Source: an optimization exercise on an open RTL-to-GDS flow (aim: small area). Production flows keep margins and buffers that such runs may drop. In this exercise RTL edits were held to simulation tests only and were not proved equivalent to the original. Power is estimated from default activity; no workload was simulated.

### flow/flow/run.sh
#!/bin/bash
# The standard layout, with two changes: each port is buffered by the
# smallest buffer cell, and the clock tree uses small buffers without dummy loads.
set -euo pipefail
export BUFFER_PORTS_ARGS="-buffer_cell sky130_fd_sc_hd__buf_1"
export CTS_ARGS='-sink_clustering_enable -repair_clock_nets -buf_list {sky130_fd_sc_hd__clkbuf_2 sky130_fd_sc_hd__clkbuf_4 sky130_fd_sc_hd__clkbuf_8} -sink_clustering_size 16 -dont_use_dummy_load'
bash standard.sh finish > standard_flow.log 2>&1
### flow/standard.sh
#!/bin/bash
# synth_recipe.tcl (not shown) runs the flow's synth.tcl, then flattens the netlist and writes it again
# the make line also repeats each setting of config.mk as NAME=value (left out here)
make -C /OpenROAD-flow-scripts/flow DESIGN_CONFIG=/design/flow/config.mk WORK_HOME=/design/flow/orfs CLKGATE_MAP_FILE= SYNTH_SCRIPT=/design/flow/synth_recipe.tcl "${@:-finish}"
### flow/config.mk
export PLATFORM = sky130hd
export DESIGN_NAME = rgb2ycbcr
export DESIGN_NICKNAME = rgb2ycbcr
export VERILOG_FILES = /design/flow/design.v
export SDC_FILE = /design/flow/constraint.sdc
export NUM_CORES = 4
export LEC_CHECK = 0
export CAP_MARGIN = 20
export CORE_MARGIN = 2
export CORE_UTILIZATION = 40
export SLEW_MARGIN = 20
export SYNTH_HIERARCHICAL = 1
### flow/constraint.sdc
create_clock -name core_clock -period 5.0 [get_ports {clk}]
set_input_delay 1.0000 -clock core_clock [delete_from_list [all_inputs] [get_ports {clk}]]
set_output_delay 1.0000 -clock core_clock [all_outputs]
set_load 0.01 [all_outputs]
### flow/design.v
module rgb2ycbcr(
	input                       clk,rst_n,
	input[7:0]                  rgb_r,
	input[7:0]                  rgb_g,
	input[7:0]                  rgb_b,
	input                       rgb_de,
	output[7:0]                 ycbcr_y,
	output[7:0]                 ycbcr_cb,
	output[7:0]                 ycbcr_cr,
	output reg                  ycbcr_de
);
reg [7:0] r1, g1, b1;
always @(posedge clk) begin
	r1 <= rgb_r; g1 <= rgb_g; b1 <= rgb_b;
end
reg [8:0] e1;
reg [8:0] e2;
reg [3:0] y2_q;
reg [3:0] y2_h;
reg [0:0] y2_k;
reg [7:0] y3, cb3, cr3, y4, cb4, cr4;
wire i1 = ~g1[0];
wire s2, c2;
rgb2ycbcr_ha u2 (.a(b1[0]), .b(i1), .s(s2), .co(c2));
wire i3 = ~g1[1];
wire s4, c4;
rgb2ycbcr_fa u4 (.a(b1[1]), .b(i3), .c(c2), .s(s4), .co(c4));
wire i5 = ~g1[2];
wire s6, c6;
rgb2ycbcr_fa u6 (.a(b1[2]), .b(i5), .c(c4), .s(s6), .co(c6));
wire i7 = ~g1[3];
wire s8, c8;
rgb2ycbcr_fa u8 (.a(b1[3]), .b(i7), .c(c6), .s(s8), .co(c8));
wire i9 = ~g1[4];
wire s10, c10;
rgb2ycbcr_fa u10 (.a(b1[4]), .b(i9), .c(c8), .s(s10), .co(c10));
wire i11 = ~g1[5];
wire s12, c12;
rgb2ycbcr_fa u12 (.a(b1[5]), .b(i11), .c(c10), .s(s12), .co(c12));
wire i13 = ~g1[6];
wire s14, c14;
rgb2ycbcr_fa u14 (.a(b1[6]), .b(i13), .c(c12), .s(s14), .co(c14));
wire i15 = ~g1[7];
wire s16, c16;
rgb2ycbcr_fa u16 (.a(b1[7]), .b(i15), .c(c14), .s(s16), .co(c16));
wire s17, c17;
rgb2ycbcr_ha u17 (.a(r1[0]), .b(i1), .s(s17), .co(c17));
wire s18, c18;
rgb2ycbcr_fa u18 (.a(r1[1]), .b(i3), .c(c17), .s(s18), .co(c18));
wire s19, c19;
rgb2ycbcr_fa u19 (.a(r1[2]), .b(i5), .c(c18), .s(s19), .co(c19));
wire s20, c20;
rgb2ycbcr_fa u20 (.a(r1[3]), .b(i7), .c(c19), .s(s20), .co(c20));
wire s21, c21;
rgb2ycbcr_fa u21 (.a(r1[4]), .b(i9), .c(c20), .s(s21), .co(c21));
wire s22, c22;
rgb2ycbcr_fa u22 (.a(r1[5]), .b(i11), .c(c21), .s(s22), .co(c22));
wire s23, c23;
rgb2ycbcr_fa u23 (.a(r1[6]), .b(i13), .c(c22), .s(s23), .co(c23));
wire s24, c24;
rgb2ycbcr_fa u24 (.a(r1[7]), .b(i15), .c(c23), .s(s24), .co(c24));
wire c25 = r1[0]&b1[0];
wire c26 = (r1[1]&b1[1])|(r1[1]&c25)|(b1[1]&c25);
wire c27 = (r1[2]&b1[2])|(r1[2]&c26)|(b1[2]&c26);
wire s28, c28;
rgb2ycbcr_fa u28 (.a(r1[3]), .b(b1[0]), .c(b1[3]), .s(s28), .co(c28));
wire c29 = s28&c27;
wire s30, c30;
rgb2ycbcr_fa u30 (.a(r1[4]), .b(g1[0]), .c(b1[0]), .s(s30), .co(c30));
wire s31, c31;
rgb2ycbcr_fa u31 (.a(b1[1]), .b(b1[4]), .c(c28), .s(s31), .co(c31));
wire c32 = (s30&s31)|(s30&c29)|(s31&c29);
wire s33, c33;
rgb2ycbcr_fa u33 (.a(r1[5]), .b(g1[1]), .c(b1[1]), .s(s33), .co(c33));
wire s34, c34;
rgb2ycbcr_fa u34 (.a(b1[2]), .b(b1[5]), .c(c30), .s(s34), .co(c34));
wire s35, c35;
rgb2ycbcr_fa u35 (.a(s33), .b(c31), .c(s34), .s(s35), .co(c35));
wire c36 = s35&c32;
wire s37, c37;
rgb2ycbcr_fa u37 (.a(r1[0]), .b(r1[6]), .c(g1[2]), .s(s37), .co(c37));
wire s38, c38;
rgb2ycbcr_fa u38 (.a(b1[2]), .b(b1[3]), .c(b1[6]), .s(s38), .co(c38));
wire s39, c39;
rgb2ycbcr_fa u39 (.a(c33), .b(s37), .c(s38), .s(s39), .co(c39));
wire s40, c40;
rgb2ycbcr_fa u40 (.a(c34), .b(s39), .c(c35), .s(s40), .co(c40));
wire c41 = s40&c36;
wire s42 = ~(r1[1]^r1[7]);
wire c43 = r1[1]|r1[7];
wire s44, c44;
rgb2ycbcr_fa u44 (.a(g1[0]), .b(g1[3]), .c(b1[3]), .s(s44), .co(c44));
wire s45, c45;
rgb2ycbcr_fa u45 (.a(b1[4]), .b(b1[7]), .c(c37), .s(s45), .co(c45));
wire s46, c46;
rgb2ycbcr_fa u46 (.a(c38), .b(s42), .c(s44), .s(s46), .co(c46));
wire s47, c47;
rgb2ycbcr_fa u47 (.a(c39), .b(s45), .c(s46), .s(s47), .co(c47));
wire c48 = (s47&c40)|(s47&c41)|(c40&c41);
wire s49, c49;
rgb2ycbcr_fa u49 (.a(r1[2]), .b(g1[1]), .c(g1[4]), .s(s49), .co(c49));
wire s50, c50;
rgb2ycbcr_fa u50 (.a(b1[4]), .b(b1[5]), .c(c43), .s(s50), .co(c50));
wire s51, c51;
rgb2ycbcr_fa u51 (.a(c44), .b(s49), .c(c45), .s(s51), .co(c51));
wire s52, c52;
rgb2ycbcr_fa u52 (.a(c46), .b(s50), .c(s51), .s(s52), .co(c52));
wire s53, c53;
rgb2ycbcr_fa u53 (.a(c47), .b(s52), .c(c48), .s(s53), .co(c53));
wire s54, c54;
rgb2ycbcr_fa u54 (.a(r1[3]), .b(g1[2]), .c(g1[5]), .s(s54), .co(c54));
wire s55, c55;
rgb2ycbcr_fa u55 (.a(b1[5]), .b(b1[6]), .c(c49), .s(s55), .co(c55));
wire s56, c56;
rgb2ycbcr_fa u56 (.a(s54), .b(c50), .c(s55), .s(s56), .co(c56));
wire s57, c57;
rgb2ycbcr_fa u57 (.a(c51), .b(s56), .c(c52), .s(s57), .co(c57));
wire s58, c58;
rgb2ycbcr_ha u58 (.a(s57), .b(c53), .s(s58), .co(c58));
wire s59, c59;
rgb2ycbcr_fa u59 (.a(r1[4]), .b(g1[3]), .c(g1[6]), .s(s59), .co(c59));
wire s60, c60;
rgb2ycbcr_fa u60 (.a(b1[6]), .b(b1[7]), .c(c54), .s(s60), .co(c60));
wire s61, c61;
rgb2ycbcr_fa u61 (.a(s59), .b(c55), .c(s60), .s(s61), .co(c61));
wire s62, c62;
rgb2ycbcr_fa u62 (.a(c56), .b(s61), .c(c57), .s(s62), .co(c62));
wire s63, c63;
rgb2ycbcr_ha u63 (.a(s62), .b(c58), .s(s63), .co(c63));
wire s64, c64;
rgb2ycbcr_fa u64 (.a(r1[5]), .b(g1[4]), .c(g1[7]), .s(s64), .co(c64));
wire s65, c65;
rgb2ycbcr_fa u65 (.a(b1[7]), .b(c59), .c(s64), .s(s65), .co(c65));
wire s66, c66;
rgb2ycbcr_fa u66 (.a(c60), .b(s65), .c(c61), .s(s66), .co(c66));
wire s67, c67;
rgb2ycbcr_fa u67 (.a(s66), .b(c62), .c(c63), .s(s67), .co(c67));
wire s68 = ~(r1[6]^g1[5]);
wire c69 = r1[6]|g1[5];
wire s70, c70;
rgb2ycbcr_fa u70 (.a(c64), .b(s68), .c(c65), .s(s70), .co(c70));
wire s71, c71;
rgb2ycbcr_ha u71 (.a(s70), .b(c66), .s(s71), .co(c71));
wire s72, c72;
rgb2ycbcr_fa u72 (.a(r1[7]), .b(g1[6]), .c(c69), .s(s72), .co(c72));
wire s73, c73;
rgb2ycbcr_fa u73 (.a(s72), .b(c70), .c(c71), .s(s73), .co(c73));
wire s74, c74;
rgb2ycbcr_fa u74 (.a(g1[7]), .b(c72), .c(c73), .s(s74), .co(c74));
wire s75, c75;
rgb2ycbcr_ha u75 (.a(y2_h[0]), .b(y2_k[0]), .s(s75), .co(c75));
wire s76, c76;
rgb2ycbcr_ha u76 (.a(y2_h[1]), .b(c75), .s(s76), .co(c76));
wire s77, c77;
rgb2ycbcr_ha u77 (.a(y2_h[2]), .b(c76), .s(s77), .co(c77));
wire s78, c78;
rgb2ycbcr_ha u78 (.a(y2_h[3]), .b(c77), .s(s78), .co(c78));
wire i79 = ~e2[0];
wire i80 = ~e2[1];
wire i81 = ~e2[2];
wire i82 = ~e1[0];
wire i83 = ~e2[3];
wire i84 = ~e1[1];
wire i85 = ~e2[4];
wire i86 = ~e1[2];
wire i87 = ~e2[5];
wire i88 = ~e1[3];
wire i89 = ~e2[6];
wire i90 = ~e1[4];
wire i91 = ~e2[7];
wire i92 = ~e1[5];
wire i93 = ~e2[8];
wire i94 = ~e1[6];
wire i95 = ~e1[7];
wire i96 = ~e1[8];
wire c97 = i79&i80;
wire c98 = (i80&i81)|(i80&c97)|(i81&c97);
wire s99, c99;
rgb2ycbcr_fa u99 (.a(i82), .b(i81), .c(i83), .s(s99), .co(c99));
wire c100 = s99&c98;
wire s101, c101;
rgb2ycbcr_fa u101 (.a(i84), .b(i79), .c(i83), .s(s101), .co(c101));
wire s102, c102;
rgb2ycbcr_fa u102 (.a(i85), .b(c99), .c(s101), .s(s102), .co(c102));
wire c103 = c100&s102;
wire s104, c104;
rgb2ycbcr_fa u104 (.a(i86), .b(i80), .c(i85), .s(s104), .co(c104));
wire s105, c105;
rgb2ycbcr_fa u105 (.a(i87), .b(c101), .c(s104), .s(s105), .co(c105));
wire c106 = (c102&s105)|(c102&c103)|(s105&c103);
wire s107, c107;
rgb2ycbcr_fa u107 (.a(e1[0]), .b(i88), .c(i81), .s(s107), .co(c107));
wire s108, c108;
rgb2ycbcr_fa u108 (.a(i87), .b(i89), .c(c104), .s(s108), .co(c108));
wire s109, c109;
rgb2ycbcr_fa u109 (.a(s107), .b(s108), .c(c105), .s(s109), .co(c109));
wire c110 = s109&c106;
wire s111 = ~(e1[1]^i90);
wire c112 = e1[1]|i90;
wire s113, c113;
rgb2ycbcr_fa u113 (.a(i83), .b(i89), .c(i91), .s(s113), .co(c113));
wire s114, c114;
rgb2ycbcr_fa u114 (.a(c107), .b(s111), .c(s113), .s(s114), .co(c114));
wire s115, c115;
rgb2ycbcr_fa u115 (.a(c108), .b(s114), .c(c109), .s(s115), .co(c115));
wire s116, c116;
rgb2ycbcr_ha u116 (.a(s115), .b(c110), .s(s116), .co(c116));
wire s117 = ~(e1[2]^i92);
wire c118 = e1[2]|i92;
wire s119, c119;
rgb2ycbcr_fa u119 (.a(i85), .b(i91), .c(i93), .s(s119), .co(c119));
wire s120, c120;
rgb2ycbcr_fa u120 (.a(c112), .b(c113), .c(s117), .s(s120), .co(c120));
wire s121, c121;
rgb2ycbcr_fa u121 (.a(s119), .b(c114), .c(s120), .s(s121), .co(c121));
wire s122, c122;
rgb2ycbcr_fa u122 (.a(s121), .b(c115), .c(c116), .s(s122), .co(c122));
wire s123, c123;
rgb2ycbcr_fa u123 (.a(e1[3]), .b(i94), .c(i87), .s(s123), .co(c123));
wire s124, c124;
rgb2ycbcr_fa u124 (.a(i93), .b(c118), .c(c119), .s(s124), .co(c124));
wire s125, c125;
rgb2ycbcr_fa u125 (.a(s123), .b(s124), .c(c120), .s(s125), .co(c125));
wire s126, c126;
rgb2ycbcr_fa u126 (.a(c121), .b(s125), .c(c122), .s(s126), .co(c126));
wire s127 = ~(e1[4]^i95);
wire c128 = e1[4]|i95;
wire s129, c129;
rgb2ycbcr_fa u129 (.a(i89), .b(c123), .c(s127), .s(s129), .co(c129));
wire s130, c130;
rgb2ycbcr_fa u130 (.a(c124), .b(s129), .c(c125), .s(s130), .co(c130));
wire s131, c131;
rgb2ycbcr_ha u131 (.a(s130), .b(c126), .s(s131), .co(c131));
wire s132, c132;
rgb2ycbcr_fa u132 (.a(e1[5]), .b(i96), .c(i91), .s(s132), .co(c132));
wire s133, c133;
rgb2ycbcr_fa u133 (.a(c128), .b(s132), .c(c129), .s(s133), .co(c133));
wire s134, c134;
rgb2ycbcr_fa u134 (.a(s133), .b(c130), .c(c131), .s(s134), .co(c134));
wire s135, c135;
rgb2ycbcr_fa u135 (.a(e1[6]), .b(i93), .c(c132), .s(s135), .co(c135));
wire s136, c136;
rgb2ycbcr_fa u136 (.a(s135), .b(c133), .c(c134), .s(s136), .co(c136));
wire s137 = ~(e1[7]^c135);
wire c138 = e1[7]|c135;
wire s139, c139;
rgb2ycbcr_ha u139 (.a(s137), .b(c136), .s(s139), .co(c139));
wire s140 = ~(e1[8]^c138);
wire c141 = e1[8]|c138;
wire s142, c142;
rgb2ycbcr_ha u142 (.a(s140), .b(c139), .s(s142), .co(c142));
wire c143 = (i79&i82)|(i79&i88)|(i82&i88);
wire s144, c144;
rgb2ycbcr_fa u144 (.a(i80), .b(i84), .c(i90), .s(s144), .co(c144));
wire c145 = c143&s144;
wire s146, c146;
rgb2ycbcr_fa u146 (.a(i81), .b(i86), .c(i92), .s(s146), .co(c146));
wire c147 = (c144&s146)|(c144&c145)|(s146&c145);
wire s148, c148;
rgb2ycbcr_fa u148 (.a(e2[0]), .b(i83), .c(i88), .s(s148), .co(c148));
wire s149, c149;
rgb2ycbcr_fa u149 (.a(i94), .b(c146), .c(s148), .s(s149), .co(c149));
wire c150 = s149&c147;
wire s151 = ~(e2[1]^i85);
wire c152 = e2[1]|i85;
wire s153, c153;
rgb2ycbcr_fa u153 (.a(i90), .b(i95), .c(c148), .s(s153), .co(c153));
wire s154, c154;
rgb2ycbcr_fa u154 (.a(s151), .b(s153), .c(c149), .s(s154), .co(c154));
wire s155, c155;
rgb2ycbcr_ha u155 (.a(c150), .b(s154), .s(s155), .co(c155));
wire s156 = ~(e2[2]^i87);
wire c157 = e2[2]|i87;
wire s158, c158;
rgb2ycbcr_fa u158 (.a(i92), .b(i96), .c(c152), .s(s158), .co(c158));
wire s159, c159;
rgb2ycbcr_fa u159 (.a(s156), .b(c153), .c(s158), .s(s159), .co(c159));
wire s160, c160;
rgb2ycbcr_fa u160 (.a(c154), .b(s159), .c(c155), .s(s160), .co(c160));
wire s161 = ~(e2[3]^i89);
wire c162 = e2[3]|i89;
wire s163, c163;
rgb2ycbcr_fa u163 (.a(i94), .b(c157), .c(s161), .s(s163), .co(c163));
wire s164, c164;
rgb2ycbcr_fa u164 (.a(c158), .b(s163), .c(c159), .s(s164), .co(c164));
wire s165, c165;
rgb2ycbcr_ha u165 (.a(s164), .b(c160), .s(s165), .co(c165));
wire s166 = ~(e2[4]^i91);
wire c167 = e2[4]|i91;
wire s168, c168;
rgb2ycbcr_fa u168 (.a(i95), .b(c162), .c(s166), .s(s168), .co(c168));
wire s169, c169;
rgb2ycbcr_fa u169 (.a(c163), .b(s168), .c(c164), .s(s169), .co(c169));
wire s170, c170;
rgb2ycbcr_ha u170 (.a(s169), .b(c165), .s(s170), .co(c170));
wire s171 = ~(e2[5]^i93);
wire c172 = e2[5]|i93;
wire s173, c173;
rgb2ycbcr_fa u173 (.a(i96), .b(c167), .c(s171), .s(s173), .co(c173));
wire s174, c174;
rgb2ycbcr_fa u174 (.a(c168), .b(s173), .c(c169), .s(s174), .co(c174));
wire s175, c175;
rgb2ycbcr_ha u175 (.a(c170), .b(s174), .s(s175), .co(c175));
wire s176, c176;
rgb2ycbcr_fa u176 (.a(e2[6]), .b(c172), .c(c173), .s(s176), .co(c176));
wire s177, c177;
rgb2ycbcr_fa u177 (.a(s176), .b(c174), .c(c175), .s(s177), .co(c177));
wire s178 = ~(e2[7]^c176);
wire c179 = e2[7]|c176;
wire s180, c180;
rgb2ycbcr_ha u180 (.a(s178), .b(c177), .s(s180), .co(c180));
wire s181 = ~(e2[8]^c179);
wire c182 = e2[8]|c179;
wire s183, c183;
rgb2ycbcr_ha u183 (.a(s181), .b(c180), .s(s183), .co(c183));
always @(posedge clk) begin
	e1[0] <= s2;
	e1[1] <= s4;
	e1[2] <= s6;
	e1[3] <= s8;
	e1[4] <= s10;
	e1[5] <= s12;
	e1[6] <= s14;
	e1[7] <= s16;
	e1[8] <= c16;
	e2[0] <= s17;
	e2[1] <= s18;
	e2[2] <= s19;
	e2[3] <= s20;
	e2[4] <= s21;
	e2[5] <= s22;
	e2[6] <= s23;
	e2[7] <= s24;
	e2[8] <= c24;
	y2_q[0] <= s53;
	y2_q[1] <= s58;
	y2_q[2] <= s63;
	y2_q[3] <= s67;
	y2_h[0] <= s71;
	y2_h[1] <= s73;
	y2_h[2] <= s74;
	y2_h[3] <= c74;
	y2_k[0] <= c67;
end
wire [7:0] y_d = {s78,s77,s76,s75,y2_q[3],y2_q[2],y2_q[1],y2_q[0]};
wire [7:0] cb_d = {s142,s139,s136,s134,s131,s126,s122,s116};
wire [7:0] cr_d = {s183,s180,s177,s175,s170,s165,s160,s155};
always @(posedge clk) begin
	y3 <= y_d;  cb3 <= cb_d;  cr3 <= cr_d;
	y4 <= y3;   cb4 <= cb3;   cr4 <= cr3;
end
assign ycbcr_y = y4;
assign ycbcr_cb = cb4;
assign ycbcr_cr = cr4;
reg de1, de2, de3;
always @(posedge clk or negedge rst_n) begin
	if (!rst_n) begin
		de1 <= 1'b0; de2 <= 1'b0; de3 <= 1'b0; ycbcr_de <= 1'b0;
	end else begin
		de1 <= rgb_de; de2 <= de1; de3 <= de2; ycbcr_de <= de3;
	end
end
endmodule
module rgb2ycbcr_fa(input a, input b, input c, output s, output co);
	assign s = a ^ b ^ c;
	assign co = (a & b) | (a & c) | (b & c);
endmodule
module rgb2ycbcr_ha(input a, input b, output s, output co);
	assign s = a ^ b;
	assign co = a & b;
endmodule
==> run notes <==
[worst max-delay path, delay by kind of cell, from the launching register on]
kind,cells,cell delay (ns)
buf+inv,1,0.18
fa+ha+maj,12,4.12
flops,1,0.31
[logic make-up (layout without fill, tap and decap cells)]
family	after synthesis	count (layout)	synth area share
flip-flops	103	103	0.4430
XOR/XNOR	2	2	0.003728
AND/OR/NAND/NOR	9	9	0.01065
AO/OA/AOI/OAI	15	15	0.02583
adder cells (fa/ha/maj)	123	123	0.4744
buffers and inverters	53	114	0.04233
[per-module statistics from Yosys (local to each module, per instance)]
module,flops+latches,cells inside,copies in the design
rgb2ycbcr,103,194,1
rgb2ycbcr_fa,0,1,92
rgb2ycbcr_ha,0,1,19
[placed cells by master (no fill, tap or decap), types with 2 or more instances in the layout]
| cell | instances |
|---|---|
| sky130_fd_sc_hd__clkbuf_8 | 9 |
| sky130_fd_sc_hd__fa_1 | 92 |
| sky130_fd_sc_hd__xor2_1 | 2 |
| sky130_fd_sc_hd__buf_1 | 51 |
| sky130_fd_sc_hd__ha_1 | 31 |
| sky130_fd_sc_hd__inv_1 | 53 |
| sky130_fd_sc_hd__dfxtp_1 | 99 |
| sky130_fd_sc_hd__nand2_1 | 2 |
| sky130_fd_sc_hd__dfrtp_1 | 4 |
| sky130_fd_sc_hd__o21ai_1 | 2 |
| sky130_fd_sc_hd__a21oi_1 | 4 |
| sky130_fd_sc_hd__nor2_1 | 3 |
| sky130_fd_sc_hd__o211ai_2 | 2 |
[state kept, by name (all words and copies together), names as in the netlist, 8 cells and up]
register / cells
b1: 8
cb3: 8
cb4: 8
cr3: 8
cr4: 8
e1: 9
e2: 9
g1: 8
r1: 8
y3: 8
y4: 8
[synth_stat cells, types with 2 or more instances]
cell type / number / area share
sky130_fd_sc_hd__nand2_1: 2 / 0.0016
sky130_fd_sc_hd__o21ai_1: 2 / 0.0021
sky130_fd_sc_hd__fa_1: 92 / 0.39
sky130_fd_sc_hd__nor2_1: 3 / 0.0024
sky130_fd_sc_hd__dfxtp_1: 99 / 0.42
sky130_fd_sc_hd__o211ai_2: 2 / 0.0053
sky130_fd_sc_hd__ha_1: 31 / 0.083
sky130_fd_sc_hd__inv_1: 53 / 0.042
sky130_fd_sc_hd__dfrtp_1: 4 / 0.021
sky130_fd_sc_hd__xor2_1: 2 / 0.0037
sky130_fd_sc_hd__a21oi_1: 4 / 0.0043
[stage by stage]
step           setup WS [ns]  cell area (um^2)
6_report              0.3011              5201
5_1_grt              0.08383              5201
4_1_cts               0.2525              5201
3_3_place_gp          0.3089              5077
2_1_floorplan         0.4745              4700
3_5_place_dp          0.2313              5077
[report_power, final]
group / total [mW] / switching, mW / leakage (nW) / internal, mW
clock network: 0.393 / 0.231 / 0.0647 / 0.162
registers: 1.23 / 0.0937 / 0.882 / 1.14
logic: 1.29 / 0.703 / 1.31 / 0.592
[layout make-up]
class	instances	area (um^2)	area share
Multi-Input combinational cell	149	2419	0.4650
Sequential cell	103	2082	0.4003
Timing Repair Buffer	52	198.9	0.03825
Inverter	53	198.9	0.03825
Tap cell	143	178.9	0.03440
Clock buffer	9	123.9	0.02382
[metal layers]
metal,up-vias,GRT usage,share of wire
met3,7,0.03726,0.050
met2,50,0.2269,0.50
met4,0,0.04634,0.015
met1,1114,0.1774,0.43
met5,-,0,0
li1,1049,-,-
[how the worst max path moves through the flow]
stage,start,to,slack [ns]
after detailed placement,e2[4],cb3[7],0.23
after global placement,e2[4],cb3[7],0.31
after global routing,e2[4],cb3[7],0.08
after floorplan,e2[4],cb3[7],0.47
after CTS,e2[4],cb3[7],0.25
final,e2[4],cb3[7],0.30
==> qor.yml <==
critical_path.reg2reg.startpoint: "e2[4]"
fin_worst_hold_slack_ns: 0.3211
timing.hold.worst.class: "register to register"
setup_viol: 0
routed-via-count: 2220
summed_instance_area_of_the_synthesized_netlist_um2: 4700
io_buffers: 51
cts.htree.levels: 3
crit_path_max_fanout: 4
post_cts_hold_buffer_count: 0
number_of_core_rows: 39
grt_pass1_wl_mm: 13.11
max_stage_delay_ns: 0.48
detailed_route_wl_mm: 7.291
post_synth_edffs: 0
endpoint_kind: "register"
post-dp-hpwl_mm: 6.236
dp.cells: 500
cts_repair_resize_count: 0
initial_core_util: 0.4116
reg2reg_depth: 13
hold_path.startpoint: "cb3[3]"
synth_area_per_cell_um2: 15.41
count_of_unresolved_drc_violations_after_routing: 0
detailedRoute.firstPassIterationCount: 4
fmaxAchievable_mhz: 212.8
timing.max_cap.violations: 0
status: "finished clean"
power_per_cell_area_nw_per_um2: 561.3
synth.ff_latch_count: 103
rsz_0062_raised_after_global_routing: "no"
cts_sinks: 103
areaGrowthSynthToFinish_pct: 10.68
postRouteAntennaNets: 0
ir_worst_vdd_v: 0.0002306
core_area_um2: 11420
stdcell_count: 509
worst_setup_hold_path_clk_slew_ns: 0.09
vias_in_the_first_global_route: 2685
totalPowerFinal_mw: 2.920
floorplan.die_area_um2: 12630
die_height_um: 112.4
hold-path-endpoint: "cb4[3]"
gp_congestion: 0.7889
fin_nets: 518
wl_per_cell_um: 14.32
kind_of_critical_path: "register to register"
cts_buffers: 9
clk-insertion-delay-late_ns: 0.36
min_period_over_period: 0.9398
timing.hold.worst_path_depth: 0
worst-endpoint-arrival_ns: 4.95
worst_max_slew_pin_slew_ns: 0.3478
finalCoreUtilization: 0.4555
first_iter_violations: 41
timing.final.crit_period_ns: 4.699
n_antenna_cell: 0
pin_count: 52
synthCells: 305
synth_async_sr_flop_share: 0.03883
synthesis.yosys.warnings: 7
die_width_um: 112.4
final-max-slew-violation-count: 0
cp_cell_sequence: "inv_1 > fa_1 > fa_1 > fa_1 > fa_1 > ha_1 > fa_1 > fa_1 > ha_1 > fa_1 > fa_1 > ha_1 > ha_1"
ff2ff_setup_slack_ns: 0.30
synthDistinctLibCells: 22
fraction_of_layout_instances_using_a_drive_strength_above_1: 0.04098
hold_viol: 0
critical_path_rt_ns: 5.25
leakage_component_of_the_power_nw: 2.254
fillers: 1068
tritoncts: "built"
cts_max_path_buffers: 2
timing.rr.end: "cb3[7]"
tns_setup_ns: 0
dominantRegCellSynth: "sky130_fd_sc_hd__dfxtp_1"
post_cts.repair.setup_buffers: 0
finClkSkew_ns: 0.02387
grt_max_degree: 18
crit_path_frequent_cell: "sky130_fd_sc_hd__fa_1"
cts.root.buffer_cell: "sky130_fd_sc_hd__clkbuf_8"
critical_path.slowest_cell: "sky130_fd_sc_hd__fa_1"
seq_area_frac_synth: 0.4430
gr-usage-all-layers: 0.1375
slew_headroom: 0.7678
post_synth_net_total: 455
initial_antenna_violation_count: 0
route.detailed.vias_per_inst: 4.361
gr-total-overflow: 0
cp-start-kind: "register"

separate check: timing with driven ports:
The results above use ideal ports. As a check the final layout listed here was re-extracted and re-timed, cells and wires unchanged. Step 1 (the two cells are an assumption about what drives the block):
set clk [get_ports {clk}]
set_driving_cell -lib_cell sky130_fd_sc_hd__clkbuf_16 $clk
set_driving_cell -lib_cell sky130_fd_sc_hd__buf_2 [delete_from_list [all_inputs] $clk]
Step 2, shift: input delay + t, output delay - t, t = (earliest + latest rising clock arrival at the registers) / 2. This alone moves slack from input paths to output paths. Three values: no drivers, after step 1, after step 2; two values: the first two.
shift t [ns]: 0.378
setup slack, ns: 0.301 / 0.301 / 0.301
worst slew at a driven data input, ns: 0.03
After both steps setup and hold are still met in this run. For this run, drivers alone change the setup slack by 0.000 ns; drivers and shift together by 0.000 ns.
